This is an optimization exercise on Yosys and OpenROAD, whose aim is small area, not a production implementation.
Only simulation tests tie the RTL to the original design; equivalence was not proved.
No driver is modelled on the clock port, so clocking that relies on it looks cheaper here than on a real chip.
Power and IR drop assume default switching activity.

<file path="flow/run.sh">
#!/bin/bash
# synth_recipe.tcl (not shown) runs the flow's synth.tcl, then flattens the netlist and writes it again
# the make line also repeats each setting of config.mk as NAME=value (left out here)
make -C /OpenROAD-flow-scripts/flow DESIGN_CONFIG=/design/flow/config.mk WORK_HOME=/design/flow/orfs CLKGATE_MAP_FILE= SYNTH_SCRIPT=/design/flow/synth_recipe.tcl finish
</file>
<file path="flow/config.mk">
export PLATFORM = sky130hd
export DESIGN_NAME = com_top
export DESIGN_NICKNAME = com_top
export VERILOG_FILES = /design/flow/design.v
export SDC_FILE = /design/flow/constraint.sdc
export NUM_CORES = 4
export LEC_CHECK = 0
export CAP_MARGIN = 20
export CORE_MARGIN = 2
export CORE_UTILIZATION = 40
export SLEW_MARGIN = 20
</file>
<file path="flow/constraint.sdc">
create_clock -name core_clock -period 10.0 [get_ports {clk}]
set_input_delay 2.0000 -clock core_clock [delete_from_list [all_inputs] [get_ports {clk}]]
set_output_delay 2.0000 -clock core_clock [all_outputs]
set_load 0.01 [all_outputs]
</file>
<file path="flow/design.v">
`timescale 1ns / 1ps
module lfsr_tmr #(parameter N = 14, K = 0, L1V = 0, L2V = 0, TV = 0, TM = 0) (
    input  clk,
    input  l1,
    output hit
    );
    reg [N-1:0] q;
    assign hit = ((q ^ TV) & TM) == 0;
    always @(posedge clk)
        if (l1)       q <= L1V;
        else if (hit) q <= L2V;
        else          q <= {~q[N-2:0], q[N-1] ^ q[K]};
endmodule
module com_top(
    input [10:0]    iSW,
    input           clk,
    input           rst,
    input           btn,
    output          rxd_out,
    input           txd_in,
    output          cts,
    input           rts,
    output [7:0]    iSEG,
    output [7:0]    iSEGSEL,
    output [10:0]    oLED
    );
    assign cts = 1'b0;
    reg  [2:0] ss;
    reg  [3:0] r;
    reg  [7:0] rxb;
    reg        err, p;
    wire       samp;
    wire       ridle = r == 4'd3;
    wire       start = ss[2] & ~ss[1];
    wire       rxv   = r == 4'd2;
    lfsr_tmr #(.N(14),.K(0),.L1V(14'd8057),.L2V(14'd0),.TV(14'd10054),.TM(14'd6143)) rxt (clk, ridle, samp);
    always @(posedge clk) begin
        ss <= rst ? 3'b111 : {ss[1:0], txd_in};
        if (rst)                     r <= 4'd3;
        else if (ridle)              r <= start ? 4'd7 : 4'd3;
        else if (samp | rxv)         r <= r + 4'd1;
        p <= ridle ? 1'b0 : p ^ (samp & txd_in);
        if (rst)
            err <= 1'b0;
        else if (samp & ((r == 4'd7 & txd_in) | (r == 4'd0 & ~(p ^ txd_in)) | (r == 4'd1 & ~txd_in)))
            err <= 1'b1;
    end
    genvar gi;
    generate for (gi = 0; gi < 8; gi = gi + 1) begin : rb
        always @(posedge clk)
            if (rst | (ridle & start))              rxb[gi] <= 1'b0;
            else if (samp & (r == 4'd8 + gi))       rxb[gi] <= txd_in;
    end endgenerate
    reg  [7:0] mydata;
    reg  [7:0] slot [0:3];
    reg  [1:0] rxp, txp;      
    reg        ovf;
    reg  [3:0] s;
    reg        pt;
    wire       tick;
    wire       tidle = s == 4'd4;
    wire       full  = txp == rxp;
    wire       empty = txp + 2'd1 == rxp;
    wire [7:0] tdat  = slot[txp];
    wire       dbit  = tdat[s[2:0]];
    lfsr_tmr #(.N(14),.K(0),.L1V(14'd14230),.L2V(14'd0),.TV(14'd10054),.TM(14'd6143)) txt (clk, rst, tick);
    always @(posedge clk) begin
        if (rst) begin
            mydata <= 8'd0;
            rxp <= 2'd0;
            txp <= 2'd3;
            ovf <= 1'b0;
        end
        else if (rxv) begin
            mydata <= rxb;
            if (!full) begin
                slot[rxp] <= rxb;
                rxp <= rxp + 2'd1;
                ovf <= 1'b0;
            end
            else
                ovf <= 1'b1;
        end
        else if (!empty & tidle) begin
            txp <= txp + 2'd1;
            ovf <= 1'b0;
        end
        if (rst)                      s <= 4'd4;
        else if (tidle)               s <= (!rxv & !empty) ? 4'd5 : 4'd4;
        else if (tick)                s <= (s == 4'd1) ? 4'd4 : s + 4'd1;
        pt <= s[3] ? pt ^ (tick & dbit) : (s == 4'd0) ? pt : 1'b1;
    end
    assign rxd_out = s[3] ? dbit : (s == 4'd7) ? 1'b0 : (s == 4'd0) ? pt : 1'b1;
    reg  [1:0] sel;
    wire       dtick;
    lfsr_tmr #(.N(17),.K(1),.L1V(17'd118479),.L2V(17'd84301),.TV(17'd98274),.TM(17'd131051)) dpt (clk, rst, dtick);
    always @(posedge clk)
        sel <= rst ? 2'd0 : sel + {1'b0, dtick};
    wire [3:0] nib = sel[1] ? 4'd0 : sel[0] ? mydata[7:4] : mydata[3:0];
    reg  [6:0] seg;
    always @(*)
        case (nib)
            4'd0: seg = 7'h40;  4'd1: seg = 7'h79;  4'd2: seg = 7'h24;  4'd3: seg = 7'h30;
            4'd4: seg = 7'h19;  4'd5: seg = 7'h12;  4'd6: seg = 7'h02;  4'd7: seg = 7'h78;
            4'd8: seg = 7'h00;  4'd9: seg = 7'h10;  4'd10: seg = 7'h08; 4'd11: seg = 7'h03;
            4'd12: seg = 7'h46; 4'd13: seg = 7'h21; 4'd14: seg = 7'h06; default: seg = 7'h0e;
        endcase
    assign iSEG    = {1'b1, seg};
    assign iSEGSEL = {4'b1111, ~(4'b0001 << sel)};
    assign oLED    = {ovf, err, rxb, rxd_out};
endmodule
</file>
==> flow_metrics.tcl, run 1 <==
set metrics [dict create \
    syn-instance-count 426 \
    postLayoutCoreUtil 0.4867 \
    chipWidth_um 112.7 \
    vias_per_cell 4.938 \
    synth-seq-area-share 0.5596 \
    numCtsBuffers 17 \
    tritoncts "yes" \
    htreeDepth 4 \
    die_h_um 112.7 \
    worstPathMaxFanout 9 \
    required_ns 8.00 \
    vias 2963 \
    hp-class "flip-flop to flip-flop" \
    grt_pass1_wl_um 14520 \
    wl_met1_um 4080 \
    rr_startpoint "txt.q[0]" \
    drive_above_1_share 0.1138 \
    total_leakage_power_nw 2.157 \
    diodes 0 \
    cts_setup_buffers 0 \
    reg2reg_depth 5 \
    fin_nets 475 \
    track_usage 0.1492 \
    drc 0 \
    hp-start "dpt.q[2]" \
    r2r_slack_ns 7.56 \
    slew_violations 0 \
    p_switching_w 0.0002558 \
    min_path_cells 1 \
    finalCritPeriodShare 0.5055 \
    yosysUniqueCellTypes 55 \
    start_util 0.4118 \
    overflow 0 \
    p_per_area_nw_per_um2 212.7 \
    port_buffers 25 \
    critical_path_arrival_ns 3.06 \
    min_period_ns 5.055 \
    yosys_most_used_dff "dfxtp_1" \
    status "finished clean" \
    drt_iter0_markers 159 \
    area_growth_pct 18.20 \
    async_flop_share 0 \
    grt_pass1_vias 2933 \
    worstMarginPinSlew_ns 0.8819 \
    ant_nets 0 \
    antenna_found_initial 0 \
    totalNegativeSetupSlack_ns 0 \
    io_pins 45 \
    yosysTopAreaCellShare 0.3561 \
    finalSetupViolCount 0 \
    slew_headroom 0.4089 \
    place_hpwl_um 5854 \
    fp.coreArea_um2 11470 \
    syn_area_um2 4722 \
    synth_edf_count 32 \
    ys_warn_count 4 \
    wl_met3_um 298 \
    final-hold-violation-count 0 \
    worstSetupStartpointType "flip-flop" \
    endpoint_kind "primary output" \
    yosys-top-cells-area "dfxtp_1 36%, edfxtp_1 20%, mux4_2 4.3%" \
    cts_resized 0 \
    wl_per_cell_um 14.61 \
    path_class "flip-flop to primary output" \
    place_congestion 0.7473 \
    drv_cap 0 \
    syn_avg_cell_area_um2 11.08 \
    p_int_w 0.0009316 \
    cts_max_path_buffers 2 \
    comb_power_share 0.075 \
    max-vdd-ir-drop_mv 0.1244 \
    cts_sinks 116 \
    path_clk_slew_ns 0.05 \
    clockPowerShare 0.480 \
    die_area_um2 12690 \
    fin_skew_ns 0.008392 \
    grt_max_degree 53 \
    wl_um 8763 \
    ys_ff_latch 116 \
    hold_buffers 0 \
    max_freq_ghz 0.1978 \
    highest_layer "met4" \
    met2_length_um 4282 \
    firstDrtPassIters 4 \
    whs_endpoint "dpt.q[3]" \
    cts_root_buf "clkbuf_16" \
    yosysTopAreaCell "dfxtp_1" \
    clk_latency_ns 0.41 \
    seqPwrFrac 0.444 \
    rows 39 \
    rsz0062_at_grt "false" \
    rr_endpoint "s[1]" \
    switching_share 0.2155 \
]
-- layer usage --
| metal | up-vias | GRT usage |
|---|---|---|
| met5 | - | 0 |
| met4 | 0 | 0.07561 |
| met3 | 7 | 0.05400 |
| met2 | 32 | 0.2351 |
| met1 | 1409 | 0.1800 |
| li1 | 1515 | - |
-- flip-flops by register name, summed over array words and instances (netlist names), named ones only --
name / cells
r: 4
pt: 1
ss: 3
p: 1
dpt.q: 17
err: 1
mydata: 8
slot: 32
txp: 2
rxb: 8
rxp: 2
rxt.q: 14
s: 4
sel: 2
txt.q: 14
ovf: 1
-- cells in the mapped netlist, types with 8 or more instances --
| master | n |
|---|---|
| ha_1 | 15 |
| nor3_1 | 10 |
| nor2_1 | 36 |
| xnor2_1 | 11 |
| buf_4 | 10 |
| o21bai_1 | 8 |
| clkbuf_1 | 18 |
| mux4_2 | 9 |
| a21oi_1 | 20 |
| dfxtp_1 | 84 |
| o21ai_0 | 10 |
| edfxtp_1 | 32 |
| nand2_1 | 41 |
| nand2b_1 | 14 |
| mux2i_1 | 16 |
| inv_1 | 13 |
-- stage by stage --
stage | instances | setup WS, ns | instance area, µm² | total power, W | hold WS, ns
floorplan | 430 | 6.024 | 4737 | 0.0006093 | 0.3434
global placement | 568 | 5.342 | 5011 | 0.0006229 | 0.3493
detailed placement | 568 | 5.332 | 5011 | 0.0006269 | 0.3543
CTS | 600 | 4.864 | 5582 | 0.001202 | 0.3655
global route | 600 | 4.774 | 5582 | 0.001235 | 0.3866
finish | 600 | 4.945 | 5582 | 0.001187 | 0.3650
-- final cells by class --
cell class | count | area, µm²
fill | 1022 | 5886
multi-input combinational | 270 | 1883
timing repair buffer | 26 | 257.7
inverter | 13 | 48.80
tap | 143 | 178.9
clock buffer | 29 | 530.5
clock inverter | 3 | 40.04
sequential | 116 | 2643
-- power by group through the flow --
stage          registers (W)  logic [W]  clock network (W)
2_1_floorplan       0.000517  0.0000920                  0
3_3_place_gp        0.000536  0.0000867                  0
3_5_place_dp        0.000537  0.0000898                  0
4_1_cts             0.000528  0.0000910           0.000582
5_1_grt             0.000531  0.0000988           0.000606
6_report            0.000528  0.0000895           0.000570
-- cells by family (layout without fill, tap and decap cells) --
kind of cell | after synthesis | after routing | synth area share
xor gates and xnor gates | 12 | 12 | 0.02226
other | 2 | 6 | 0.001590
DFF | 116 | 116 | 0.5596
adders and majority gates | 15 | 15 | 0.03975
muxes | 27 | 27 | 0.08161
buffers and inverters | 44 | 71 | 0.04478
and+or+nand+nor | 158 | 158 | 0.1791
AOI/OAI and AO/OA | 52 | 52 | 0.07128
-- placed cells by master, fill, tap and decap left out, drive strengths merged, types with 3 or more instances in the layout --
master,Yosys,routed
dfxtp,84,84
nand2,41,41
xnor2,11,11
nand4b,7,7
clkbuf,18,29
o22ai,4,4
edfxtp,32,32
mux2i,16,16
o21bai,8,8
inv,13,13
nand4,7,7
ha,15,15
o21ai,10,10
clkdlybuf4s50,0,25
or2,8,8
nor4bb,3,3
nand3,7,7
nor2,36,36
nand2b,14,14
nor3,11,11
nor3b,3,3
a21oi,20,20
and2,5,5
mux4,9,9
conb,2,6
-- how the worst max path moves through the flow --
stage	from	endpoint	slack, ns	cells after the start
after floorplan	flip-flop	oLED[0]	6.02	7
after global placement	flip-flop	oLED[0]	5.34	6
after detailed placement	flip-flop	rxd_out	5.33	6
after CTS	flip-flop	rxd_out	4.86	6
after global routing	flip-flop	oLED[0]	4.77	6
final	flip-flop	rxd_out	4.94	6
-- worst max-delay path, cell delays in order, from the launching register on --
cell and delay [ns]:
dfxtp_1 0.66, mux4_2 0.57, mux4_2 0.50, or2_1 0.26, nand2_1 0.07, a21oi_1 0.09, clkdlybuf4s50_1 0.50
==> run 2: changes to the inputs <==
--- a/flow/config.mk
+++ b/flow/config.mk
@@ -9,3 +9,6 @@
 export CORE_MARGIN = 2
 export CORE_UTILIZATION = 40
+export CTS_BUF_LIST = sky130_fd_sc_hd__clkbuf_4
+export CTS_CLUSTER_DIAMETER = 100
+export CTS_CLUSTER_SIZE = 30
 export SLEW_MARGIN = 20
==> flow_metrics.tcl, run 2 <==
set metrics [dict create \
    status "finished clean" \
    rr_startpoint "r[3]" \
    largest_reg_flops 32 \
    p_switching_w 0.0002243 \
    vias 2981 \
    final-hold-violation-count 0 \
    hp-start "dpt.q[2]" \
    top_register "slot" \
    timing.hold.ws_ns 0.3807 \
    yosys-top-cells-area "dfxtp_1 36%, edfxtp_1 20%, mux4_2 4.3%" \
    syn_avg_cell_area_um2 11.08 \
    tritoncts "yes" \
    ys_warn_count 4 \
    drive_above_1_share 0.1182 \
    yosysUniqueCellTypes 55 \
    start_util 0.4118 \
    synth_commonest_cells "84 x dfxtp_1, 41 x nand2_1, 36 x nor2_1, 32 x edfxtp_1, 20 x a21oi_1" \
    wl_um 8648 \
    overflow 0 \
    vias_per_cell 4.960 \
    finalSetupViolCount 0 \
    worst_slack_ns 4.834 \
    cts_setup_buffers 0 \
    ys_ff_latch 116 \
    async_flop_share 0 \
    rsz0062_at_grt "false" \
    port_buffers 25 \
    cts_max_path_buffers 2 \
    min_period_ns 5.166 \
    syn_area_um2 4722 \
    ant_nets 0 \
    chipWidth_um 112.7 \
    worstMarginPinSlew_ns 0.8880 \
    grt_pass1_vias 2940 \
    fin_nets 475 \
    fp.coreArea_um2 11470 \
    drt_iter0_markers 179 \
    p_int_w 0.0006845 \
    io_pins 45 \
    wl_met3_um 320 \
    antenna_found_initial 1 \
    synth-seq-area-share 0.5596 \
    max_freq_ghz 0.1936 \
    drv_cap 0 \
    endpoint_kind "primary output" \
    hp-class "flip-flop to flip-flop" \
    worstPathMaxFanout 9 \
    max-vdd-ir-drop_mv 0.08769 \
    comb_power_share 0.098 \
    cts_resized 0 \
    yosysTopAreaCell "dfxtp_1" \
    path_clk_slew_ns 0.09 \
    track_usage 0.1467 \
    totalNegativeSetupSlack_ns 0 \
    finalCritPeriodShare 0.5166 \
    fin_skew_ns 0.01763 \
    required_ns 8.00 \
    hold_buffers 0 \
    final_common_cell "dfxtp_1" \
    cts_sinks 116 \
    top_regs "slot x32, dpt.q x17" \
    cts_root_buf "clkbuf_4" \
    grt_pass1_wl_um 14370 \
    synthMostInstantiatedCell "dfxtp_1" \
    clk_latency_ns 0.51 \
    place_congestion 0.7473 \
    critical_path_arrival_ns 3.17 \
    wl_met1_um 4006 \
    met2_length_um 4169 \
    htreeDepth 4 \
    die_h_um 112.7 \
    area_growth_pct 11.16 \
    total_leakage_power_nw 2.018 \
    yosysTopAreaCellShare 0.3561 \
    dp_slack_ns 5.332 \
    seqPwrFrac 0.579 \
    postLayoutCoreUtil 0.4577 \
    die_area_um2 12690 \
    drc 0 \
    n_fill_cell 1082 \
    clockPowerShare 0.323 \
    rows 39 \
    yosys_most_used_dff "dfxtp_1" \
    final_cell_mix "84 x dfxtp_1, 41 x nand2_1, 36 x nor2_1, 32 x edfxtp_1, 25 x clkdlybuf4s50_1" \
    slew_violations 0 \
    path_class "flip-flop to primary output" \
    wl_per_cell_um 14.39 \
    place_hpwl_um 5854 \
    slew_headroom 0.4048 \
    highest_layer "met4" \
    firstDrtPassIters 6 \
    worstSetupStartpointType "flip-flop" \
    numCtsBuffers 17 \
    power.total_w 0.0009087 \
    synth_edf_count 32 \
    syn-instance-count 426 \
    grt_max_degree 53 \
    switching_share 0.2468 \
    p_per_area_nw_per_um2 173.1 \
]
==> run 2: cell families (layout without fill, tap and decap cells) <==
family / Yosys count / in the layout / share of synthesized area
other: 2 / 7 / 0.001590
adder cells (fa/ha/maj): 15 / 15 / 0.03975
flip-flops: 116 / 116 / 0.5596
AND/OR/NAND/NOR: 158 / 158 / 0.1791
buffers and inverters: 44 / 71 / 0.04478
XOR/XNOR: 12 / 12 / 0.02226
multiplexers: 27 / 27 / 0.08161
AO/OA/AOI/OAI: 52 / 52 / 0.07128
==> run 2: per-layer routing <==
layer	global-route usage	vias up
li1	-	1521
met1	0.1765	1409
met2	0.2323	41
met3	0.05562	10
met4	0.06992	0
met5	0	-
==> run 2: cell type report <==
type                    instances  area (µm²)  area share
multi-input cells             270        1883      0.3588
flip-flops and latches        116        2643      0.5035
clock buffers                  23       172.7     0.03290
diodes                          1       2.502   0.0004768
well taps                     143       178.9     0.03409
clock inverters                 9       62.56     0.01192
repair buffers                 26       257.7     0.04911
inverters                      13       48.80    0.009297
==> run 2: worst max-delay path, stage by stage (launching register included) <==
cell and delay, ns:
dfxtp_1 0.68, mux4_2 0.58, mux4_2 0.49, or2_1 0.26, nand2_1 0.07, a21oi_1 0.09
clkdlybuf4s50_1 0.50
==> run 2: stage by stage <==
| step | cells | cell area [µm²] |
|---|---|---|
| 2_1_floorplan | 430 | 4737 |
| 3_3_place_gp | 568 | 5011 |
| 3_5_place_dp | 568 | 5011 |
| 4_1_cts | 600 | 5246 |
| 5_1_grt | 601 | 5249 |
| 6_report | 601 | 5249 |
==> run 2: worst paths after layout <==
| kind | cells past startpoint | end | slack, ns |
|---|---|---|---|
| worst max-delay path | 6 | rxd_out | 4.83 |
| worst min-delay path | 1 | dpt.q[3] | 0.38 |
| worst max register to register | 5 | slot[0][2] | 7.54 |
| worst min register to register | 1 | dpt.q[3] | 0.38 |
==> run 2: power by group through the flow <==
stage          clock network, W  logic [W]  registers, W
2_1_floorplan                 0  0.0000920      0.000517
3_3_place_gp                  0  0.0000867      0.000536
3_5_place_dp                  0  0.0000898      0.000537
4_1_cts                0.000302  0.0000903      0.000527
5_1_grt                0.000324  0.0000981      0.000530
6_report               0.000293  0.0000890      0.000526
==> run 3: changes to the inputs <==
--- a/flow/config.mk
+++ b/flow/config.mk
@@ -9,6 +9,6 @@
 export CORE_MARGIN = 2
 export CORE_UTILIZATION = 40
-export CTS_BUF_LIST = sky130_fd_sc_hd__clkbuf_4
-export CTS_CLUSTER_DIAMETER = 100
-export CTS_CLUSTER_SIZE = 30
+export CTS_BUF_LIST = sky130_fd_sc_hd__clkbuf_8
+export CTS_CLUSTER_DIAMETER = 200
+export CTS_CLUSTER_SIZE = 60
 export SLEW_MARGIN = 20
==> flow_metrics.tcl, run 3 <==
set metrics [dict create \
    start_util 0.4118 \
    wl_um 8724 \
    synth_commonest_cells "84 x dfxtp_1, 41 x nand2_1, 36 x nor2_1, 32 x edfxtp_1, 20 x a21oi_1" \
    endpoint_kind "primary output" \
    slowest_delay_ns 0.66 \
    grt_pass1_wl_um 14370 \
    final-hold-violation-count 0 \
    min_period_ns 5.069 \
    grt_pass1_vias 2922 \
    place_congestion 0.7473 \
    required_ns 8.00 \
    rr_startpoint "txt.q[0]" \
    postPlaceCellArea_um2 5011 \
    cts_resized 0 \
    slew_violations 0 \
    final_cell_mix "84 x dfxtp_1, 41 x nand2_1, 36 x nor2_1, 32 x edfxtp_1, 25 x clkdlybuf4s50_1" \
    syn-instance-count 426 \
    tritoncts "yes" \
    cts_setup_buffers 0 \
    r2r_slack_ns 7.56 \
    die_h_um 112.7 \
    ant_nets 0 \
    p_int_w 0.0007805 \
    track_usage 0.1475 \
    critical_path_arrival_ns 3.07 \
    reg2reg_depth 5 \
    syn_area_um2 4722 \
    cts_root_buf "clkbuf_8" \
    drive_above_1_share 0.1138 \
    rows 39 \
    critPathCapture "rxd_out" \
    worstMarginPinSlew_ns 0.8787 \
    synthMostInstantiatedCell "dfxtp_1" \
    chipWidth_um 112.7 \
    yosysTopAreaCellShare 0.3561 \
    vias_per_cell 4.928 \
    total_leakage_power_nw 2.095 \
    fp.coreArea_um2 11470 \
    totalNegativeSetupSlack_ns 0 \
    path_clk_slew_ns 0.06 \
    hold_buffers 0 \
    power.total_w 0.001017 \
    seqPwrFrac 0.518 \
    worstPathMaxFanout 9 \
    cts_sinks 116 \
    largest_reg_flops 32 \
    diodes 0 \
    yosys_most_used_dff "dfxtp_1" \
    max_freq_ghz 0.1973 \
    yosysUniqueCellTypes 55 \
    vias 2957 \
    yosys-top-cells-area "dfxtp_1 36%, edfxtp_1 20%, mux4_2 4.3%" \
    p_switching_w 0.0002368 \
    antenna_found_initial 0 \
    clockPowerShare 0.395 \
    clk_latency_ns 0.43 \
    syn_avg_cell_area_um2 11.08 \
    numCtsBuffers 17 \
    worstSetupStartpointType "flip-flop" \
    path_cells "mux4_2, mux4_2, or2_1, nand2_1, a21oi_1, clkdlybuf4s50_1" \
    drc 0 \
    firstDrtPassIters 4 \
    die_area_um2 12690 \
    yosysTopAreaCell "dfxtp_1" \
    drt_iter0_markers 163 \
    finalSetupViolCount 0 \
    switching_share 0.2328 \
    stdcell_count 600 \
    seqCellArea_um2 2643 \
    fin_nets 475 \
    final_cell_area_um2 5390 \
    io_pins 45 \
    dp.cells 568 \
    ys_ff_latch 116 \
    max-vdd-ir-drop_mv 0.1088 \
    comb_power_share 0.087 \
    rr_endpoint "s[1]" \
    slew_headroom 0.4110 \
    top_regs "slot x32, dpt.q x17" \
    htreeDepth 4 \
    wl_per_cell_um 14.54 \
    async_flop_share 0 \
    status "finished clean" \
    cts_max_path_buffers 2 \
    timing.hold.ws_ns 0.3712 \
    ys_warn_count 4 \
    top_register "slot" \
    port_buffers 25 \
    worst_path_most_repeated_cell "mux4_2" \
    finalCritPeriodShare 0.5069 \
    overflow 0 \
    rsz0062_at_grt "false" \
    path_class "flip-flop to primary output" \
    drv_cap 0 \
    grt_max_degree 53 \
    area_growth_pct 14.15 \
    synth_edf_count 32 \
    final_common_cell "dfxtp_1" \
    n_fill_cell 1051 \
    multiInputGateArea_um2 1883 \
    cpMaxStageDelayCell "dfxtp_1" \
    p_per_area_nw_per_um2 188.7 \
    place_hpwl_um 5854 \
    synth-seq-area-share 0.5596 \
    hp-class "flip-flop to flip-flop" \
    fin_skew_ns 0.01020 \
]
run 3: cell counts after synthesis:
Identical to the previous run, type by type.
run 3: layout make-up:
type	count	share of cell area
Sequential cell	116	0.4902
Timing Repair Buffer	26	0.04782
Clock buffer	23	0.05873
Inverter	13	0.009053
Multi-Input combinational cell	270	0.3494
Tap cell	143	0.03319
Clock inverter	9	0.01161
run 3: worst min-delay path by stage:
| stage | startpoint | to | depth (start not counted) |
|---|---|---|---|
| 6_report | dpt.q[2] | dpt.q[3] | 1 |
| 5_1_grt | dpt.q[2] | dpt.q[3] | 1 |
| 4_1_cts | dpt.q[2] | dpt.q[3] | 1 |
| 3_5_place_dp | dpt.q[2] | dpt.q[3] | 1 |
| 3_3_place_gp | dpt.q[2] | dpt.q[3] | 1 |
| 2_1_floorplan | dpt.q[2] | dpt.q[3] | 1 |
run 3: kinds of logic (layout without fill, tap and decap cells):
| logic type | Yosys count | after routing | share of synthesized area |
|---|---|---|---|
| adders and majority gates | 15 | 15 | 0.03975 |
| xor gates and xnor gates | 12 | 12 | 0.02226 |
| buffers and inverters | 44 | 71 | 0.04478 |
| other | 2 | 6 | 0.001590 |
| AOI/OAI and AO/OA | 52 | 52 | 0.07128 |
| muxes | 27 | 27 | 0.08161 |
| DFF | 116 | 116 | 0.5596 |
| and+or+nand+nor | 158 | 158 | 0.1791 |
run 3: power groups by stage:
stage	clock, W	combinational [W]	sequential, W
2_1_floorplan	0	0.0000920	0.000517
3_3_place_gp	0	0.0000867	0.000536
3_5_place_dp	0	0.0000898	0.000537
4_1_cts	0.000411	0.0000904	0.000528
5_1_grt	0.000433	0.0000980	0.000530
6_report	0.000402	0.0000886	0.000527
run 3: metrics by stage:
step             util  setup WS, ns
2_1_floorplan       -         6.024
3_3_place_gp   0.4370         5.342
3_5_place_dp   0.4370         5.332
4_1_cts        0.4700         4.848
5_1_grt        0.4700         4.739
6_report       0.4700         4.931
run 3: critical path, delay by kind of cell (launching register included):
kind,cells,cell delay [ns]
multiplexers,2,1.06
flip-flops,1,0.66
buffers and inverters,1,0.50
AND/OR/NAND/NOR,2,0.32
AO/OA/AOI/OAI,1,0.09
run 3: routing by layer:
layer,vias up,GRT usage,share of wire
li1,1516,-,-
met1,1392,0.1775,0.46
met2,39,0.2315,0.48
met3,10,0.05400,0.042
met4,0,0.07724,0.018
met5,-,0,0
==> run 4: changes to the inputs <==
==> flow/flow/run.sh (new file) <==
#!/bin/bash
# Standard ORFS layout with smaller port buffers and a leaner clock tree
# (no dummy clock loads). Synthesis is the standard synthesis, unchanged.
set -euo pipefail
bash standard.sh \
  BUFFER_PORTS_ARGS="-buffer_cell sky130_fd_sc_hd__buf_1" \
  CTS_ARGS="-sink_clustering_enable -sink_clustering_size 40 -sink_clustering_max_diameter 200 -buf_list sky130_fd_sc_hd__clkbuf_8 -dont_use_dummy_load" \
  finish > make_finish.log 2>&1
==> flow/standard.sh (new file) <==
#!/bin/bash
# synth_recipe.tcl (not shown) runs the flow's synth.tcl, then flattens the netlist and writes it again
# the make line also repeats each setting of config.mk as NAME=value (left out here)
make -C /OpenROAD-flow-scripts/flow DESIGN_CONFIG=/design/flow/config.mk WORK_HOME=/design/flow/orfs CLKGATE_MAP_FILE= SYNTH_SCRIPT=/design/flow/synth_recipe.tcl "${@:-finish}"
--- a/flow/config.mk
+++ b/flow/config.mk
@@ -9,6 +9,3 @@
 export CORE_MARGIN = 2
 export CORE_UTILIZATION = 40
-export CTS_BUF_LIST = sky130_fd_sc_hd__clkbuf_8
-export CTS_CLUSTER_DIAMETER = 200
-export CTS_CLUSTER_SIZE = 60
 export SLEW_MARGIN = 20
removed: flow/run.sh
==> flow_metrics.tcl, run 4 <==
set metrics [dict create \
    diodes 0 \
    hp-start "dpt.q[2]" \
    cts_resized 0 \
    worst-path-buf-inv 1 \
    final_cell_mix "84 x dfxtp_1, 41 x nand2_1, 36 x nor2_1, 32 x edfxtp_1, 24 x buf_1" \
    drt_iter0_markers 93 \
    r2r_slack_ns 7.60 \
    fin_skew_ns 0.01737 \
    top_regs "slot x32, dpt.q x17" \
    grt_pass1_wl_um 14200 \
    path_clk_slew_ns 0.06 \
    yosysTopAreaCellShare 0.3561 \
    hold_buffers 0 \
    path_cells "mux4_2, mux4_2, or2_1, nand2_1, a21oi_1, buf_1" \
    dp_slack_ns 5.688 \
    firstDrtPassIters 4 \
    total_leakage_power_nw 1.938 \
    top_register "slot" \
    syn_avg_cell_area_um2 11.08 \
    min_path_cells 1 \
    endpoint_kind "primary output" \
    required_ns 8.00 \
    slowest_delay_ns 0.64 \
    final-hold-violation-count 0 \
    max-vdd-ir-drop_mv 0.09893 \
    hp-class "flip-flop to flip-flop" \
    die_h_um 112.7 \
    finalCritPeriodShare 0.4706 \
    tritoncts "yes" \
    cp.depth 6 \
    ys_ff_latch 116 \
    synth_top_family_by_area "simple AND/OR/NAND/NOR gates" \
    wl_um 8459 \
    syn-instance-count 426 \
    synth_commonest_cells "84 x dfxtp_1, 41 x nand2_1, 36 x nor2_1, 32 x edfxtp_1, 20 x a21oi_1" \
    reg2reg_depth 5 \
    met2_length_um 4104 \
    synthMostInstantiatedCell "dfxtp_1" \
    finalSetupViolCount 0 \
    wl_met1_um 3947 \
    critical_path_arrival_ns 2.71 \
    crit_family "multiplexers" \
    totalNegativeSetupSlack_ns 0 \
    overflow 0 \
    syn_area_um2 4722 \
    whs_endpoint "dpt.q[3]" \
    worst_path_most_repeated_cell "mux4_2" \
    cts_sinks 116 \
    grt_pass1_vias 2923 \
    worstPathMaxFanout 9 \
    numCtsBuffers 17 \
    cts_root_buf "clkbuf_8" \
    yosysTopAreaCell "dfxtp_1" \
    chipWidth_um 112.7 \
    rr_endpoint "slot[3][4]" \
    antenna_found_initial 0 \
    p_per_area_nw_per_um2 179.0 \
    largest_reg_flops 32 \
    cts_max_path_buffers 2 \
    drc 0 \
    grt_max_degree 53 \
    fin_nets 475 \
    synth_simple_gate_area_frac 0.1791 \
    start_util 0.4118 \
    cts_setup_buffers 0 \
    port_buffers 25 \
    vias 2949 \
    highest_layer "met4" \
    place_congestion 0.8201 \
    drive_above_1_share 0.09955 \
    max_freq_ghz 0.2125 \
    synth_mux_area_frac 0.08161 \
    yosys-top-cells-area "dfxtp_1 36%, edfxtp_1 20%, mux4_2 4.3%" \
    worstMarginPinSlew_ns 0.8535 \
    min_period_ns 4.706 \
    fp.coreArea_um2 11470 \
    slew_headroom 0.4266 \
    cpMaxStageDelayCell "dfxtp_1" \
    wl_per_cell_um 14.46 \
    area_growth_pct 7.790 \
    track_usage 0.1436 \
    vias_per_cell 5.041 \
    io_pins 45 \
    synth_fa_ha_area_frac 0.03975 \
    worstSetupStartpointType "flip-flop" \
    htreeDepth 4 \
    yosys_most_used_dff "dfxtp_1" \
    drv_cap 0 \
    synth-seq-area-share 0.5596 \
    rows 39 \
    place_hpwl_um 5791 \
    wl_met3_um 291 \
    synth_xor_area_frac 0.02226 \
    final_common_cell "dfxtp_1" \
    slew_violations 0 \
    ant_nets 0 \
    path_class "flip-flop to primary output" \
    rsz0062_at_grt "false" \
    async_flop_share 0 \
    yosysUniqueCellTypes 55 \
    synth_edf_count 32 \
    ys_warn_count 4 \
    status "finished clean" \
    worst_slack_ns 5.294 \
    rr_startpoint "r[3]" \
    clk_latency_ns 0.42 \
    die_area_um2 12690 \
    synth_compound_area_frac 0.07128 \
]
-- run 4: cell counts after synthesis --
Identical to the previous run, type by type.
-- run 4: layer usage --
| layer | global-route usage | vias to the layer above |
|---|---|---|
| li1 | - | 1502 |
| met1 | 0.1741 | 1400 |
| met2 | 0.2327 | 35 |
| met3 | 0.05130 | 12 |
| met4 | 0.05935 | 0 |
| met5 | 0 | - |
-- run 4: per-stage QoR --
step / hold slack (ns) / util / std cells / area [µm²] / power (W)
after floorplan: 0.3434 / - / 430 / 4737 / 0.0006093
after global placement: 0.3487 / 0.4235 / 568 / 4856 / 0.0006223
after detailed placement: 0.3530 / 0.4235 / 568 / 4856 / 0.0006250
after CTS: 0.3644 / 0.4439 / 585 / 5090 / 0.0009231
after global routing: 0.3878 / 0.4439 / 585 / 5090 / 0.0009551
final: 0.3642 / 0.4439 / 585 / 5090 / 0.0009112
-- run 4: how the worst max path moves through the flow --
stage	start	end	slack, ns
2_1_floorplan	flip-flop	oLED[0]	6.02
3_3_place_gp	flip-flop	oLED[0]	5.70
3_5_place_dp	flip-flop	rxd_out	5.69
4_1_cts	flip-flop	rxd_out	5.23
5_1_grt	flip-flop	oLED[0]	5.12
6_report	flip-flop	rxd_out	5.29
-- run 4: where the power goes --
group | switching (W) | internal, W
sequential | 0.0000261 | 0.000500
combinational | 0.0000373 | 0.0000509
clock | 0.000149 | 0.000149
-- run 4: layout make-up --
cell class / instances / area, µm²
clock buffers: 17 / 234.0
inverters: 13 / 48.80
fillers: 1076 / 6377
repair buffers: 26 / 102.6
flip-flops and latches: 116 / 2643
multi-input cells: 270 / 1883
well taps: 143 / 178.9
-- run 4: kinds of logic after synthesis --
| kind of cell | Yosys count |
|---|---|
| XOR/XNOR | 12 |
| buffers and inverters | 44 |
| multiplexers | 27 |
| flip-flops | 116 |
| AO/OA/AOI/OAI | 52 |
| adder cells (fa/ha/maj) | 15 |
| other | 2 |
| AND/OR/NAND/NOR | 158 |
==> run 5: changes to the inputs <==
--- a/flow/design.v
+++ b/flow/design.v
@@ -53,5 +53,5 @@
     end endgenerate
     reg  [7:0] mydata;
-    reg  [7:0] slot [0:3];
+    reg  [7:0] slot0, slot1, slot2, slot3;
     reg  [1:0] rxp, txp;      
     reg        ovf;
@@ -62,5 +62,5 @@
     wire       full  = txp == rxp;
     wire       empty = txp + 2'd1 == rxp;
-    wire [7:0] tdat  = slot[txp];
+    wire [7:0] tdat  = txp[1] ? (txp[0] ? slot3 : slot2) : (txp[0] ? slot1 : slot0);
     wire       dbit  = tdat[s[2:0]];
     lfsr_tmr #(.N(14),.K(0),.L1V(14'd14230),.L2V(14'd0),.TV(14'd10054),.TM(14'd6143)) txt (clk, rst, tick);
@@ -75,5 +75,10 @@
             mydata <= rxb;
             if (!full) begin
-                slot[rxp] <= rxb;
+                case (rxp)
+                    2'd0: slot0 <= rxb;
+                    2'd1: slot1 <= rxb;
+                    2'd2: slot2 <= rxb;
+                    default: slot3 <= rxb;
+                endcase
                 rxp <= rxp + 2'd1;
                 ovf <= 1'b0;
==> flow/run.sh (new file) <==
#!/bin/bash
# synth_recipe.tcl (not shown) runs the flow's synth.tcl, then flattens the netlist and writes it again
# the make line also repeats each setting of config.mk as NAME=value (left out here)
make -C /OpenROAD-flow-scripts/flow DESIGN_CONFIG=/design/flow/config.mk WORK_HOME=/design/flow/orfs CLKGATE_MAP_FILE= SYNTH_SCRIPT=/design/flow/synth_recipe.tcl finish
--- a/flow/config.mk
+++ b/flow/config.mk
@@ -9,3 +9,4 @@
 export CORE_MARGIN = 2
 export CORE_UTILIZATION = 40
+export CTS_BUF_LIST = sky130_fd_sc_hd__clkbuf_4
 export SLEW_MARGIN = 20
removed: flow/flow/run.sh
removed: flow/standard.sh
==> flow_metrics.tcl, run 5 <==
set metrics [dict create \
    status "finished clean" \
    slew_headroom 0.4123 \
    wl_um 8447 \
    grt_pass1_wl_um 13960 \
    final_common_cell "dfxtp_1" \
    r2r_slack_ns 7.52 \
    rr_startpoint "txp[0]" \
    wl_per_cell_um 14.10 \
    met2_length_um 4158 \
    rr_endpoint "pt" \
    htreeDepth 4 \
    finalSetupViolCount 0 \
    start_util 0.4097 \
    synth_commonest_cells "82 x dfxtp_1, 39 x nand2_1, 37 x nor2_1, 32 x edfxtp_1, 20 x a21oi_1" \
    finalCritPeriodShare 0.5330 \
    syn_avg_cell_area_um2 11.01 \
    worstSetupStartpointType "flip-flop" \
    firstDrtPassIters 4 \
    worst_slack_ns 4.670 \
    grt_max_degree 52 \
    drv_cap 0 \
    syn-instance-count 423 \
    async_flop_share 0 \
    rsz0062_at_grt "false" \
    synth_mux_area_frac 0.07977 \
    hold_buffers 0 \
    syn_area_um2 4658 \
    slowest_delay_ns 0.73 \
    antenna_found_initial 0 \
    yosysTopAreaCell "dfxtp_1" \
    worstPathMaxFanout 14 \
    fin_skew_ns 0.01652 \
    fin_nets 474 \
    fp.coreArea_um2 11370 \
    max-vdd-ir-drop_mv 0.1003 \
    diodes 0 \
    max_freq_ghz 0.1876 \
    min_period_ns 5.330 \
    synth_compound_area_frac 0.07575 \
    dp.cells 567 \
    yosysTopAreaCellShare 0.3524 \
    path_cells "mux4_1, mux4_2, or2_1, a31o_1, clkdlybuf4s50_1" \
    path_class "flip-flop to primary output" \
    clk_latency_ns 0.50 \
    drt_iter0_markers 142 \
    worst-path-buf-inv 1 \
    total_leakage_power_nw 2.052 \
    cpMaxStageDelayCell "dfxtp_1" \
    top_regs "dpt.q x17, rxt.q x14, txt.q x14" \
    required_ns 8.00 \
    p_per_area_nw_per_um2 178.6 \
    largest_reg_flops 17 \
    rows 39 \
    hp-start "dpt.q[2]" \
    yosys-top-cells-area "dfxtp_1 35%, edfxtp_1 21%, ha_1 4.0%" \
    critical_path_arrival_ns 3.33 \
    overflow 0 \
    die_area_um2 12530 \
    min_path_cells 1 \
    cts_resized 0 \
    vias 3026 \
    numCtsBuffers 17 \
    path_clk_slew_ns 0.10 \
    synth_top_family_by_area "simple AND/OR/NAND/NOR gates" \
    stdcell_count 599 \
    synth_fa_ha_area_frac 0.04029 \
    synthMostInstantiatedCell "dfxtp_1" \
    io_pins 45 \
    cts_root_buf "clkbuf_4" \
    whs_endpoint "dpt.q[3]" \
    worstMarginPinSlew_ns 0.8768 \
    highest_layer "met4" \
    endpoint_kind "primary output" \
    crit_family "multiplexers" \
    ant_nets 0 \
    totalNegativeSetupSlack_ns 0 \
    yosys_most_used_dff "dfxtp_1" \
    drc 0 \
    place_congestion 0.8788 \
    yosysUniqueCellTypes 54 \
    tritoncts "yes" \
    cts_max_path_buffers 2 \
    top_register "dpt.q" \
    postLayoutCoreUtil 0.4642 \
    wl_met3_um 273 \
    die_h_um 111.9 \
    synth-seq-area-share 0.5587 \
    grt_pass1_vias 2955 \
    synth_xor_area_frac 0.02068 \
    dp_slack_ns 5.156 \
    port_buffers 25 \
    final-hold-violation-count 0 \
    hp-class "flip-flop to flip-flop" \
    area_growth_pct 13.30 \
    slew_violations 0 \
    synth_edf_count 32 \
    vias_per_cell 5.052 \
    track_usage 0.1414 \
    synth_simple_gate_area_frac 0.1808 \
    ys_ff_latch 114 \
    cts_setup_buffers 0 \
    ys_warn_count 4 \
    cts_sinks 114 \
    chipWidth_um 111.9 \
    wl_met1_um 3867 \
    reg2reg_depth 5 \
    final_cell_mix "82 x dfxtp_1, 39 x nand2_1, 37 x nor2_1, 32 x edfxtp_1, 25 x clkdlybuf4s50_1" \
    place_hpwl_um 5650 \
    drive_above_1_share 0.1096 \
]
run 5: logic make-up after synthesis:
group	Yosys count
AO/OA/AOI/OAI	57
XOR/XNOR	11
adder cells (fa/ha/maj)	15
buffers and inverters	41
flip-flops	114
multiplexers	25
other	2
AND/OR/NAND/NOR	158
run 5: routing by layer:
metal | global-route usage | vias up
met5 | 0 | -
met4 | 0.06584 | 0
met3 | 0.04246 | 12
met2 | 0.2384 | 45
met1 | 0.1657 | 1452
li1 | - | 1517
run 5: power breakdown:
group	internal [W]	switching, W	total (W)
Combinational	0.0000420	0.0000301	0.0000721
Sequential	0.000487	0.0000269	0.000514
Clock	0.000176	0.000181	0.000356
Total	0.000705	0.000238	0.000943
run 5: how the worst max path moves through the flow:
stage | cells past startpoint | end | from | slack (ns)
2_1_floorplan | 6 | oLED[0] | txp[0] | 5.89
3_3_place_gp | 5 | oLED[0] | txp[0] | 5.15
3_5_place_dp | 5 | oLED[0] | txp[0] | 5.16
4_1_cts | 5 | oLED[0] | txp[0] | 4.54
5_1_grt | 5 | rxd_out | txp[0] | 4.43
6_report | 5 | rxd_out | txp[0] | 4.67
run 5: cell type report:
cell class                      count  area, µm²
Multi-Input combinational cell    272       1878
Tap cell                          143      178.9
Inverter                           11      41.29
Timing Repair Buffer               27      265.3
Fill cell                        1073       6092
Clock buffer                       17      127.6
Sequential cell                   114       2603
Clock inverter                     15      183.9
run 5: worst register-to-register path: cells and delay by family (launching register included):
family	cells	cell delay [ns]
simple gates	2	0.32
compound gates	1	0.17
flops	1	0.73
mux	2	1.16
run 5: metrics by stage:
step | instance area, µm² | total power (W) | hold slack (ns)
6_report | 5278 | 0.0009428 | 0.3730
3_5_place_dp | 4966 | 0.0005985 | 0.3499
5_1_grt | 5278 | 0.0009883 | 0.3844
3_3_place_gp | 4966 | 0.0005962 | 0.3479
2_1_floorplan | 4673 | 0.0005854 | 0.3434
4_1_cts | 5278 | 0.0009587 | 0.3766
==> run 6: changes to the inputs <==
==> flow/flow/run.sh (new file) <==
#!/bin/bash
# The standard ORFS layout, with three knobs changed:
#  - ADDER_MAP_FILE empty: Yosys does not extract half adders (it otherwise maps
#    plain AND gates into ha cells whose sum output is unused); registers are
#    untouched, so the registers match the standard synthesis;
#  - port buffers are buf_1 instead of clkdlybuf4s50_1;
#  - the clock tree uses clkbuf_4 and no dummy clock loads.
# make's full output goes to make_finish.log; ORFS keeps each step's log in orfs/logs.
set -euo pipefail
bash standard.sh \
  ADDER_MAP_FILE= \
  BUFFER_PORTS_ARGS="-buffer_cell sky130_fd_sc_hd__buf_1" \
  CTS_ARGS="-sink_clustering_enable -buf_list sky130_fd_sc_hd__clkbuf_4 -dont_use_dummy_load" \
  finish > make_finish.log 2>&1
==> flow/standard.sh (new file) <==
#!/bin/bash
# synth_recipe.tcl (not shown) runs the flow's synth.tcl, then flattens the netlist and writes it again
# the make line also repeats each setting of config.mk as NAME=value (left out here)
make -C /OpenROAD-flow-scripts/flow DESIGN_CONFIG=/design/flow/config.mk WORK_HOME=/design/flow/orfs CLKGATE_MAP_FILE= SYNTH_SCRIPT=/design/flow/synth_recipe.tcl "${@:-finish}"
--- a/flow/config.mk
+++ b/flow/config.mk
@@ -9,4 +9,3 @@
 export CORE_MARGIN = 2
 export CORE_UTILIZATION = 40
-export CTS_BUF_LIST = sky130_fd_sc_hd__clkbuf_4
 export SLEW_MARGIN = 20
removed: flow/run.sh
==> flow_metrics.tcl, run 6 <==
set metrics [dict create \
    totalNegativeSetupSlack_ns 0 \
    grt_max_degree 56 \
    yosysUniqueCellTypes 51 \
    top_regs "dpt.q x17, rxt.q x14, txt.q x14" \
    cts_max_path_buffers 2 \
    die_h_um 110.4 \
    synth_xor_area_frac 0.03093 \
    grt_pass1_vias 2817 \
    finalSetupViolCount 0 \
    antenna_found_initial 0 \
    required_ns 8.00 \
    synth_fa_ha_area_frac 0 \
    grt_pass1_wl_um 13460 \
    cts_root_buf "clkbuf_4" \
    ys_warn_count 4 \
    synth_simple_gate_area_frac 0.1961 \
    fin_skew_ns 0.03210 \
    dp.cells 559 \
    firstDrtPassIters 5 \
    path_class "flip-flop to primary output" \
    drive_above_1_share 0.1055 \
    port_buffers 25 \
    tritoncts "yes" \
    final-hold-violation-count 0 \
    area_growth_pct 5.965 \
    synthMostInstantiatedCell "dfxtp_1" \
    slowest_delay_ns 0.78 \
    endpoint_kind "primary output" \
    fp.coreArea_um2 10940 \
    worstSetupStartpointType "flip-flop" \
    die_area_um2 12190 \
    timing.hold.ws_ns 0.3593 \
    synth_top_family_by_area "simple AND/OR/NAND/NOR gates" \
    chipWidth_um 110.4 \
    status "finished clean" \
    start_util 0.4143 \
    final_common_cell "dfxtp_1" \
    path_clk_slew_ns 0.09 \
    n_fill_cell 1069 \
    place_hpwl_um 5288 \
    finalCritPeriodShare 0.4983 \
    largest_reg_flops 17 \
    path_cells "mux4_1, mux4_2, or2_1, a31o_2, buf_1" \
    numCtsBuffers 17 \
    hold_buffers 0 \
    async_flop_share 0 \
    slew_violations 0 \
    synth_compound_area_frac 0.07429 \
    clk_latency_ns 0.47 \
    rows 38 \
    io_pins 45 \
    syn-instance-count 420 \
    drc 0 \
    cpMaxStageDelayCell "dfxtp_1" \
    max-vdd-ir-drop_mv 0.07874 \
    seqCellArea_um2 2603 \
    synth_mux_area_frac 0.08036 \
    place_congestion 0.7468 \
    fin_nets 454 \
    rsz0062_at_grt "false" \
    min_period_ns 4.983 \
    diodes 0 \
    wl_um 7848 \
    hp-class "flip-flop to flip-flop" \
    drv_cap 0 \
    ant_nets 0 \
    yosysTopAreaCell "dfxtp_1" \
    cts_setup_buffers 0 \
    worstMarginPinSlew_ns 0.9413 \
    synth_commonest_cells "82 x dfxtp_1, 42 x nor2_1, 40 x nand2_1, 32 x edfxtp_1, 23 x a21oi_1" \
    ys_ff_latch 114 \
    synth_edf_count 32 \
    vias_per_cell 5.186 \
    critical_path_arrival_ns 2.98 \
    overflow 0 \
    yosys-top-cells-area "dfxtp_1 36%, edfxtp_1 21%, nor2_1 3.5%" \
    syn_avg_cell_area_um2 10.79 \
    stdcell_count 576 \
    cts_resized 0 \
    htreeDepth 4 \
    slew_headroom 0.3725 \
    worstPathMaxFanout 14 \
    yosysTopAreaCellShare 0.3623 \
    max_freq_ghz 0.2007 \
    syn_area_um2 4531 \
    synth-seq-area-share 0.5744 \
    cts_sinks 114 \
    p_per_area_nw_per_um2 166.8 \
    top_register "dpt.q" \
    total_leakage_power_nw 1.687 \
    drt_iter0_markers 155 \
    multiInputGateArea_um2 1752 \
    final_cell_mix "82 x dfxtp_1, 42 x nor2_1, 40 x nand2_1, 32 x edfxtp_1, 24 x buf_1" \
    wl_per_cell_um 13.63 \
    track_usage 0.1345 \
    yosys_most_used_dff "dfxtp_1" \
    vias 2987 \
]
==> run 6: critical path, delay by kind of cell, from the launching register on <==
kind            cells  cell delay (ns)
flops               1             0.78
mux                 2             1.12
simple gates        1             0.25
compound gates      1             0.25
buf+inv             1             0.12
==> run 6: per-stage QoR <==
| step | util | total power, W | setup WS, ns | instance area [µm²] |
|---|---|---|---|---|
| 4_1_cts | 0.4390 | 0.0008129 | 4.935 | 4801 |
| 2_1_floorplan | - | 0.0005939 | 5.980 | 4546 |
| 5_1_grt | 0.4390 | 0.0008444 | 4.823 | 4801 |
| 3_3_place_gp | 0.4273 | 0.0006025 | 5.483 | 4673 |
| 3_5_place_dp | 0.4273 | 0.0006057 | 5.467 | 4673 |
| 6_report | 0.4390 | 0.0008007 | 5.017 | 4801 |
==> run 6: path summary, 6_finish.rpt <==
| check | startpoint | end | slack [ns] | cells past startpoint |
|---|---|---|---|---|
| max | txp[0] | oLED[0] | 5.02 | 5 |
| min reg2reg | rxt.q[8] | rxt.q[9] | 0.36 | 1 |
| max reg2reg | txp[0] | pt | 7.42 | 5 |
| min | rxt.q[8] | rxt.q[9] | 0.36 | 1 |
==> run 6: cell families (layout without fill, tap and decap cells) <==
group	count (synthesis)	after routing
xor gates and xnor gates	16	16
buffers and inverters	39	51
and+or+nand+nor	169	169
other	2	6
AOI/OAI and AO/OA	55	55
DFF	114	114
muxes	25	25
==> run 6: power breakdown <==
part           internal [W]  switching, W
combinational     0.0000467     0.0000326
sequential         0.000487     0.0000274
clock             0.0000777      0.000129
==> run 6: routing by layer <==
metal	track usage	part of all wire	wire length, µm	up-vias
met3	0.04501	0.046	360	4
met5	0	0	0	-
met1	0.1752	0.46	3579	1436
met4	0.03250	0.0062	49	0
met2	0.2172	0.49	3859	56
li1	-	-	-	1491
==> run 6: final cells by class <==
| class | count | area share |
|---|---|---|
| sequential | 114 | 0.5421 |
| multi-input combinational | 271 | 0.3649 |
| tap | 140 | 0.03649 |
| clock buffer | 17 | 0.02658 |
| timing repair buffer | 29 | 0.02606 |
| inverter | 5 | 0.003909 |
==> run 7: changes to the inputs <==
--- a/flow/design.v
+++ b/flow/design.v
@@ -63,5 +63,6 @@
     wire       empty = txp + 2'd1 == rxp;
     wire [7:0] tdat  = txp[1] ? (txp[0] ? slot3 : slot2) : (txp[0] ? slot1 : slot0);
-    wire       dbit  = tdat[s[2:0]];
+    wire [3:0] bsel = {slot3[s[2:0]], slot2[s[2:0]], slot1[s[2:0]], slot0[s[2:0]]};
+    wire       dbit  = bsel[txp];
     lfsr_tmr #(.N(14),.K(0),.L1V(14'd14230),.L2V(14'd0),.TV(14'd10054),.TM(14'd6143)) txt (clk, rst, tick);
     always @(posedge clk) begin
==> flow/flow/run.sh (replaced) <==
#!/bin/bash
# The standard ORFS layout, with these knobs changed:
#  - synthesis maps the logic with an area-only ABC script (flow/abc_area_map.script)
#    instead of ORFS's delay-driven one; the flip-flops are mapped by the
#    standard synthesis steps before ABC runs, so the registers are unchanged;
#  - ADDER_MAP_FILE empty: Yosys does not extract half adders (it otherwise maps
#    plain AND gates into ha cells whose sum output is unused);
#  - port buffers are buf_1 instead of clkdlybuf4s50_1;
#  - the clock tree uses clkbuf_4 and no dummy clock loads.
# make's full output goes to make_finish.log; ORFS keeps each step's log in orfs/logs.
set -euo pipefail
rm -rf scripts_local
cp -r "$FLOW_HOME/scripts" scripts_local
cp flow/abc_area_map.script scripts_local/abc_speed.script
bash standard.sh \
  SCRIPTS_DIR="$PWD/scripts_local" \
  ADDER_MAP_FILE= \
  BUFFER_PORTS_ARGS="-buffer_cell sky130_fd_sc_hd__buf_1" \
  CTS_ARGS="-sink_clustering_enable -buf_list sky130_fd_sc_hd__clkbuf_4 -dont_use_dummy_load" \
  finish > make_finish.log 2>&1
==> flow/flow/abc_area_map.script (new file) <==
strash
dch -f
map -a -B 0
==> flow_metrics.tcl, run 7 <==
set metrics [dict create \
    track_usage 0.1559 \
    final_cell_mix "82 x dfxtp_1, 58 x nor2_1, 51 x nand2_1, 44 x clkinv_1, 41 x o21ai_0" \
    drive_above_1_share 0.04641 \
    wl_per_cell_um 13.58 \
    slowest_delay_ns 0.58 \
    grt_pass1_vias 2920 \
    synthMostInstantiatedCell "dfxtp_1" \
    slew_violations 0 \
    crit_start "s[0]" \
    comb_power_share 0.279 \
    final-hold-violation-count 0 \
    vias_per_cell 5.110 \
    antenna_found_initial 0 \
    io_pins 45 \
    totalNegativeSetupSlack_ns 0 \
    syn-instance-count 433 \
    path_class "flip-flop to primary output" \
    worst_path_most_repeated_cell "nand3_1" \
    worstMarginPinSlew_ns 0.9000 \
    worstSetupStartpointType "flip-flop" \
    die_h_um 106.4 \
    async_flop_share 0 \
    seqPwrFrac 0.528 \
    endpoint_kind "primary output" \
    largest_reg_flops 17 \
    synth_edf_count 32 \
    slew_headroom 0.3963 \
    clockPowerShare 0.193 \
    postPlaceCellArea_um2 4433 \
    postLayoutCoreUtil 0.4458 \
    top_register "dpt.q" \
    grt_pass1_wl_um 13710 \
    die_area_um2 11310 \
    drv_cap 0 \
    grt_max_degree 36 \
    hp-class "flip-flop to flip-flop" \
    final_cell_area_um2 4561 \
    firstDrtPassIters 4 \
    dp_slack_ns 5.917 \
    ant_nets 0 \
    place_hpwl_um 5758 \
    stdcell_count 610 \
    cpMaxStageDelayCell "nor2_1" \
    yosysTopAreaCellShare 0.3916 \
    yosys-top-cells-area "dfxtp_1 39%, edfxtp_1 23%, nor2_1 5.2%" \
    cts_resized 0 \
    max_freq_ghz 0.2224 \
    yosysUniqueCellTypes 29 \
    yosysTopAreaCell "dfxtp_1" \
    numCtsBuffers 17 \
    worstPathMaxFanout 9 \
    finalSetupViolCount 0 \
    worst_slack_ns 5.504 \
    hp-start "dpt.q[2]" \
    min_period_ns 4.496 \
    top_regs "dpt.q x17, rxt.q x14, txt.q x14" \
    total_leakage_power_nw 1.578 \
    p_int_w 0.0007109 \
    required_ns 8.00 \
    place_congestion 0.8130 \
    port_buffers 25 \
    tritoncts "yes" \
    critical_path_arrival_ns 2.50 \
    fp.coreArea_um2 10230 \
    cts_sinks 114 \
    diodes 0 \
    start_util 0.4097 \
    drt_iter0_markers 184 \
    hold_buffers 0 \
    fin_nets 492 \
    clk_latency_ns 0.46 \
    overflow 0 \
    rr_startpoint "r[1]" \
    rows 37 \
    path_clk_slew_ns 0.09 \
    dp.cells 593 \
    cts_setup_buffers 0 \
    htreeDepth 4 \
    final_common_cell "dfxtp_1" \
    ys_warn_count 4 \
    drc 0 \
    ys_ff_latch 114 \
    p_switching_w 0.0003749 \
    vias 3117 \
    path_cells "clkinv_1, nor2_1, a22oi_1, nand3_1, a32oi_1, nand2_1, nand3_1, o21ai_0, buf_1" \
    switching_share 0.3453 \
    status "finished clean" \
    crit_family "simple AND/OR/NAND/NOR gates" \
    area_growth_pct 8.806 \
    fin_skew_ns 0.03649 \
    synth_commonest_cells "82 x dfxtp_1, 58 x nor2_1, 51 x nand2_1, 44 x clkinv_1, 41 x o21ai_0" \
    chipWidth_um 106.4 \
    syn_area_um2 4192 \
    p_per_area_nw_per_um2 238.1 \
    synth-seq-area-share 0.6209 \
    wl_um 8282 \
    syn_avg_cell_area_um2 9.680 \
    yosys_most_used_dff "dfxtp_1" \
    max-vdd-ir-drop_mv 0.09622 \
    finalCritPeriodShare 0.4496 \
    worst-path-buf-inv 2 \
    cts_max_path_buffers 2 \
    rsz0062_at_grt "false" \
    cts_root_buf "clkbuf_4" \
]
## run 7: cell types whose count changed in the layout (fill, tap and decap cells not counted), sizes merged, moves of 11 or more
cell,previous run,this run
clkinv,0,44
nor2,42,58
nand2b,18,0
o21ai,10,41
nand2,40,51
mux2i,15,0
a22oi,0,16
## run 7: power by group through the flow
| stage | clock (W) | sequential [W] | combinational (W) |
|---|---|---|---|
| after global placement | 0 | 0.000581 | 0.000295 |
| after floorplan | 0 | 0.000574 | 0.000234 |
| final | 0.000210 | 0.000573 | 0.000303 |
| after detailed placement | 0 | 0.000583 | 0.000303 |
| after CTS | 0.000220 | 0.000573 | 0.000304 |
| after global routing | 0.000238 | 0.000580 | 0.000349 |
## run 7: final cells by class
type | count | area [µm²]
clock buffers | 17 | 127.6
fillers | 989 | 5670
multi-input cells | 270 | 1371
inverters | 44 | 165.2
flip-flops and latches | 114 | 2603
well taps | 136 | 170.2
repair buffers | 29 | 123.9
## run 7: cells by family after synthesis
kind of cell | after synthesis | share of synthesized area
buffers and inverters | 53 | 0.05552
other | 2 | 0.001792
DFF | 114 | 0.6209
xor gates and xnor gates | 7 | 0.01463
and+or+nand+nor | 144 | 0.1430
AOI/OAI and AO/OA | 113 | 0.1642
## run 7: per-layer routing
layer  vias to the layer above  wire length (µm)  share of wire  global-route usage
met3                        13               224          0.027             0.04292
met5                         -                 0              0                   0
li1                       1600                 -              -                   -
met1                      1455              3893           0.47              0.1909
met2                        49              4032           0.49              0.2560
met4                         0               132          0.016             0.07049
## run 7: path summary, 6_finish.rpt
path	slack, ns	cells past startpoint	end
worst max-delay path	5.50	9	oLED[0]
worst min-delay path	0.38	1	dpt.q[3]
worst max register to register	7.12	8	slot1[4]
worst min register to register	0.38	1	dpt.q[3]
## run 7: metrics by stage
step | hold slack (ns) | power [W]
after floorplan | 0.3517 | 0.0008073
after global placement | 0.3573 | 0.0008764
after detailed placement | 0.3666 | 0.0008857
after CTS | 0.3900 | 0.001097
after global routing | 0.3980 | 0.001167
final | 0.3841 | 0.001086
==> run 8: changes to the inputs <==
--- a/flow/flow/run.sh
+++ b/flow/flow/run.sh
@@ -7,7 +7,11 @@
 #    plain AND gates into ha cells whose sum output is unused);
 #  - port buffers are buf_1 instead of clkdlybuf4s50_1;
-#  - the clock tree uses clkbuf_4 and no dummy clock loads.
+#  - global placement is not timing driven (it only added buffers);
+#  - the clock tree is built by flow/mytree.tcl before CTS runs: the clock sinks are
+#    split into 4 groups by position, each driven by one clock buffer fed from the
+#    clock port; CTS is then told to leave those nets alone.
 # make's full output goes to make_finish.log; ORFS keeps each step's log in orfs/logs.
 set -euo pipefail
+export MY_NCLK=4 MY_CLKBUF=sky130_fd_sc_hd__clkbuf_16
 rm -rf scripts_local
 cp -r "$FLOW_HOME/scripts" scripts_local
@@ -17,4 +21,5 @@
   ADDER_MAP_FILE= \
   BUFFER_PORTS_ARGS="-buffer_cell sky130_fd_sc_hd__buf_1" \
-  CTS_ARGS="-sink_clustering_enable -buf_list sky130_fd_sc_hd__clkbuf_4 -dont_use_dummy_load" \
+  CTS_ARGS="-buf_list sky130_fd_sc_hd__clkbuf_16 -dont_use_dummy_load" \
+  PRE_CTS_TCL="$PWD/flow/mytree.tcl" \
   finish > make_finish.log 2>&1
==> flow/flow/mytree.tcl (new file) <==
# Manual clock tree: k-means the clock sinks into NCLK groups by position and
# give each group one clock buffer driven straight from the clock port.
set nclk [expr {[info exists ::env(MY_NCLK)] ? $::env(MY_NCLK) : 4}]
set bufm [expr {[info exists ::env(MY_CLKBUF)] ? $::env(MY_CLKBUF) : "sky130_fd_sc_hd__clkbuf_16"}]
set block [ord::get_db_block]
set db [ord::get_db]
set master [$db findMaster $bufm]
set clknet [$block findNet clk]
set sinks {}
foreach it [$clknet getITerms] {
  set inst [$it getInst]
  lassign [$inst getLocation] x y
  set x [expr {$x + [[$inst getMaster] getWidth] / 2}]
  lappend sinks [list $it $x $y]
}
set n [llength $sinks]
puts "mytree: $n sinks, $nclk buffers of $bufm"
# k-means, seeded with sinks spread along x
set sorted [lsort -integer -index 1 $sinks]
set cent {}
for {set g 0} {$g < $nclk} {incr g} {
  set s [lindex $sorted [expr {int(($g + 0.5) * $n / $nclk)}]]
  lappend cent [list [lindex $s 1] [lindex $s 2]]
}
for {set iter 0} {$iter < 50} {incr iter} {
  set asg {}
  foreach s $sinks {
    set best 0; set bd 1e30
    for {set g 0} {$g < $nclk} {incr g} {
      lassign [lindex $cent $g] cx cy
      set d [expr {abs([lindex $s 1] - $cx) + abs([lindex $s 2] - $cy)}]
      if {$d < $bd} { set bd $d; set best $g }
    }
    lappend asg $best
  }
  set new {}
  for {set g 0} {$g < $nclk} {incr g} {
    set sx 0; set sy 0; set c 0
    foreach s $sinks a $asg { if {$a == $g} { set sx [expr {$sx + [lindex $s 1]}]; set sy [expr {$sy + [lindex $s 2]}]; incr c } }
    if {$c > 0} { lappend new [list [expr {$sx / $c}] [expr {$sy / $c}]] } else { lappend new [lindex $cent $g] }
  }
  set cent $new
}
set skip {}
for {set g 0} {$g < $nclk} {incr g} {
  lassign [lindex $cent $g] cx cy
  set inst [odb::dbInst_create $block $master "myclkbuf_$g"]
  $inst setLocation [expr {int($cx)}] [expr {int($cy)}]
  $inst setPlacementStatus PLACED
  set net [odb::dbNet_create $block "myclknet_$g"]
  $net setSigType CLOCK
  set c 0
  foreach s $sinks a $asg { if {$a == $g} { set it [lindex $s 0]; $it disconnect; $it connect $net; incr c } }
  [$inst findITerm A] connect $clknet
  [$inst findITerm X] connect $net
  puts "mytree: buffer $g at $cx $cy drives $c sinks"
  lappend skip "myclknet_$g"
}
lappend skip clk
set_cts_config -skip_nets $skip
--- a/flow/config.mk
+++ b/flow/config.mk
@@ -8,4 +8,5 @@
 export CAP_MARGIN = 20
 export CORE_MARGIN = 2
-export CORE_UTILIZATION = 40
+export CORE_UTILIZATION = 60
+export GPL_TIMING_DRIVEN = 0
 export SLEW_MARGIN = 20
==> flow_metrics.tcl, run 8 <==
set metrics [dict create \
    yosys_most_used_dff "dfxtp_1" \
    grt_max_degree 36 \
    final_common_cell "dfxtp_1" \
    place_congestion 0.7934 \
    ys_warn_count 4 \
    antenna_found_initial 0 \
    ant_nets 0 \
    cts_resized 0 \
    fp.coreArea_um2 6794 \
    final_cell_mix "82 x dfxtp_1, 58 x nor2_1, 51 x nand2_1, 44 x clkinv_1, 41 x o21ai_0" \
    postLayoutCoreUtil 0.6700 \
    crit_family "simple AND/OR/NAND/NOR gates" \
    drive_above_1_share 0.04060 \
    fin_nets 486 \
    track_usage 0.2053 \
    p_per_area_nw_per_um2 233.6 \
    start_util 0.6169 \
    multiInputGateArea_um2 1390 \
    firstDrtPassIters 4 \
    hold_buffers 0 \
    hp-class "flip-flop to flip-flop" \
    yosysUniqueCellTypes 29 \
    top_regs "dpt.q x17, rxt.q x14, txt.q x14" \
    path_class "flip-flop to primary output" \
    synth_edf_count 32 \
    yosys-top-cells-area "dfxtp_1 39%, edfxtp_1 23%, nor2_1 5.2%" \
    crit_start "s[1]" \
    vias_per_cell 5.521 \
    place_hpwl_um 5684 \
    chipWidth_um 87.58 \
    die_h_um 87.58 \
    n_fill_cell 557 \
    seqCellArea_um2 2603 \
    min_path_cells 1 \
    largest_reg_flops 17 \
    diodes 0 \
    critical_path_arrival_ns 2.24 \
    grt_pass1_vias 2747 \
    min_period_ns 4.238 \
    p_int_w 0.0007111 \
    slew_violations 0 \
    rr_startpoint "r[1]" \
    rows 30 \
    cpMaxStageDelayCell "nor2_1" \
    die_area_um2 7670 \
    worstPathMaxFanout 9 \
    top_register "dpt.q" \
    overflow 0 \
    required_ns 8.00 \
    synth_commonest_cells "82 x dfxtp_1, 58 x nor2_1, 51 x nand2_1, 44 x clkinv_1, 41 x o21ai_0" \
    total_leakage_power_nw 1.581 \
    worst-path-buf-inv 3 \
    area_growth_pct 8.597 \
    max_freq_ghz 0.2360 \
    wl_met1_um 3687 \
    slew_headroom 0.4189 \
    hp-start "dpt.q[2]" \
    whs_endpoint "dpt.q[3]" \
    dp_slack_ns 5.604 \
    slowest_delay_ns 0.52 \
    p_switching_w 0.0003520 \
    drv_cap 0 \
    reg2reg_depth 8 \
    vias 3114 \
    yosysTopAreaCell "dfxtp_1" \
    io_pins 45 \
    wl_um 7926 \
    fin_skew_ns 0.01475 \
    r2r_slack_ns 6.95 \
    syn_area_um2 4192 \
    drc 0 \
    wl_per_cell_um 14.05 \
    comb_power_share 0.292 \
    rsz0062_at_grt "false" \
    clockPowerShare 0.169 \
    max-vdd-ir-drop_mv 0.1538 \
    ys_ff_latch 114 \
    rr_endpoint "slot1[2]" \
    path_clk_slew_ns 0.11 \
    worstSetupStartpointType "flip-flop" \
    wl_met3_um 267 \
    finalSetupViolCount 0 \
    synthMostInstantiatedCell "dfxtp_1" \
    synth-seq-area-share 0.6209 \
    switching_share 0.3311 \
    finalCritPeriodShare 0.4238 \
    syn-instance-count 433 \
    final-hold-violation-count 0 \
    clk_latency_ns 0.17 \
    endpoint_kind "primary output" \
    path_cells "clkinv_1, nor2_1, a22oi_1, a31oi_1, a32oi_1, nand2_1, nand3_1, o21ai_0, buf_4, buf_1" \
    drt_iter0_markers 197 \
    worstMarginPinSlew_ns 0.8663 \
    seqPwrFrac 0.539 \
    async_flop_share 0 \
    totalNegativeSetupSlack_ns 0 \
    met2_length_um 3837 \
    syn_avg_cell_area_um2 9.680 \
    highest_layer "met4" \
    status "finished clean" \
    worst_slack_ns 5.762 \
    port_buffers 25 \
    cts_setup_buffers 0 \
    grt_pass1_wl_um 12890 \
    yosysTopAreaCellShare 0.3916 \
]
run 8: layer usage:
layer	vias up	GRT usage
met3	10	0.01508
met1	1475	0.2949
met4	0	0.04056
met2	52	0.3471
met5	-	0
li1	1577	-
run 8: how the worst max path moves through the flow:
stage | end | slack, ns | depth (start not counted)
after floorplan | iSEG[4] | 6.34 | 7
after global placement | rxb[7] | 5.67 | 4
after detailed placement | rxb[0] | 5.60 | 4
after CTS | rxb[0] | 5.59 | 4
after global routing | oLED[0] | 5.58 | 10
final | oLED[0] | 5.76 | 10
run 8: cell families after synthesis:
family	after synthesis	share of synthesized area
and+or+nand+nor	144	0.1430
DFF	114	0.6209
AOI/OAI and AO/OA	113	0.1642
buffers and inverters	53	0.05552
xor gates and xnor gates	7	0.01463
other	2	0.001792
run 8: worst register-to-register path, cell delays in order, from the launching register on:
cell	delay, ns
dfxtp_1	0.38
clkinv_1	0.14
nor2_1	0.35
nand2_1	0.46
nor2_1	0.31
clkinv_1	0.21
nor2_1	0.18
nand2_1	0.09
nor2_1	0.56
run 8: area by class of cell:
| class | count | share of cell area |
|---|---|---|
| Sequential cell | 114 | 0.5717 |
| Multi-Input combinational cell | 270 | 0.3054 |
| Buffer | 13 | 0.03683 |
| Inverter | 44 | 0.03628 |
| Tap cell | 96 | 0.02639 |
| Timing Repair Buffer | 27 | 0.02336 |
run 8: metrics by stage:
stage	hold slack, ns	cell area [µm²]	instances	total power [W]
3_3_place_gp	0.3617	4420	558	0.0008782
3_5_place_dp	0.3583	4452	560	0.0008919
5_1_grt	0.3958	4552	564	0.001131
4_1_cts	0.3644	4552	564	0.001035
2_1_floorplan	0.3517	4207	437	0.0008073
6_report	0.3850	4552	564	0.001063
run 8: power by group through the flow:
stage | logic [W] | clock network [W] | registers [W]
floorplan | 0.000234 | 0 | 0.000574
global route | 0.000354 | 0.000197 | 0.000580
CTS | 0.000311 | 0.000141 | 0.000584
global placement | 0.000297 | 0 | 0.000581
finish | 0.000311 | 0.000180 | 0.000573
detailed placement | 0.000309 | 0 | 0.000582

Re-timed with assumed drivers on the ports (clkbuf_16 on the clock, buf_2 on other inputs), run 8 has 5.686 ns of setup slack against 5.762 ns with ideal ports, and 5.616 ns once port delays also move by the mid clock arrival of 0.235 ns.
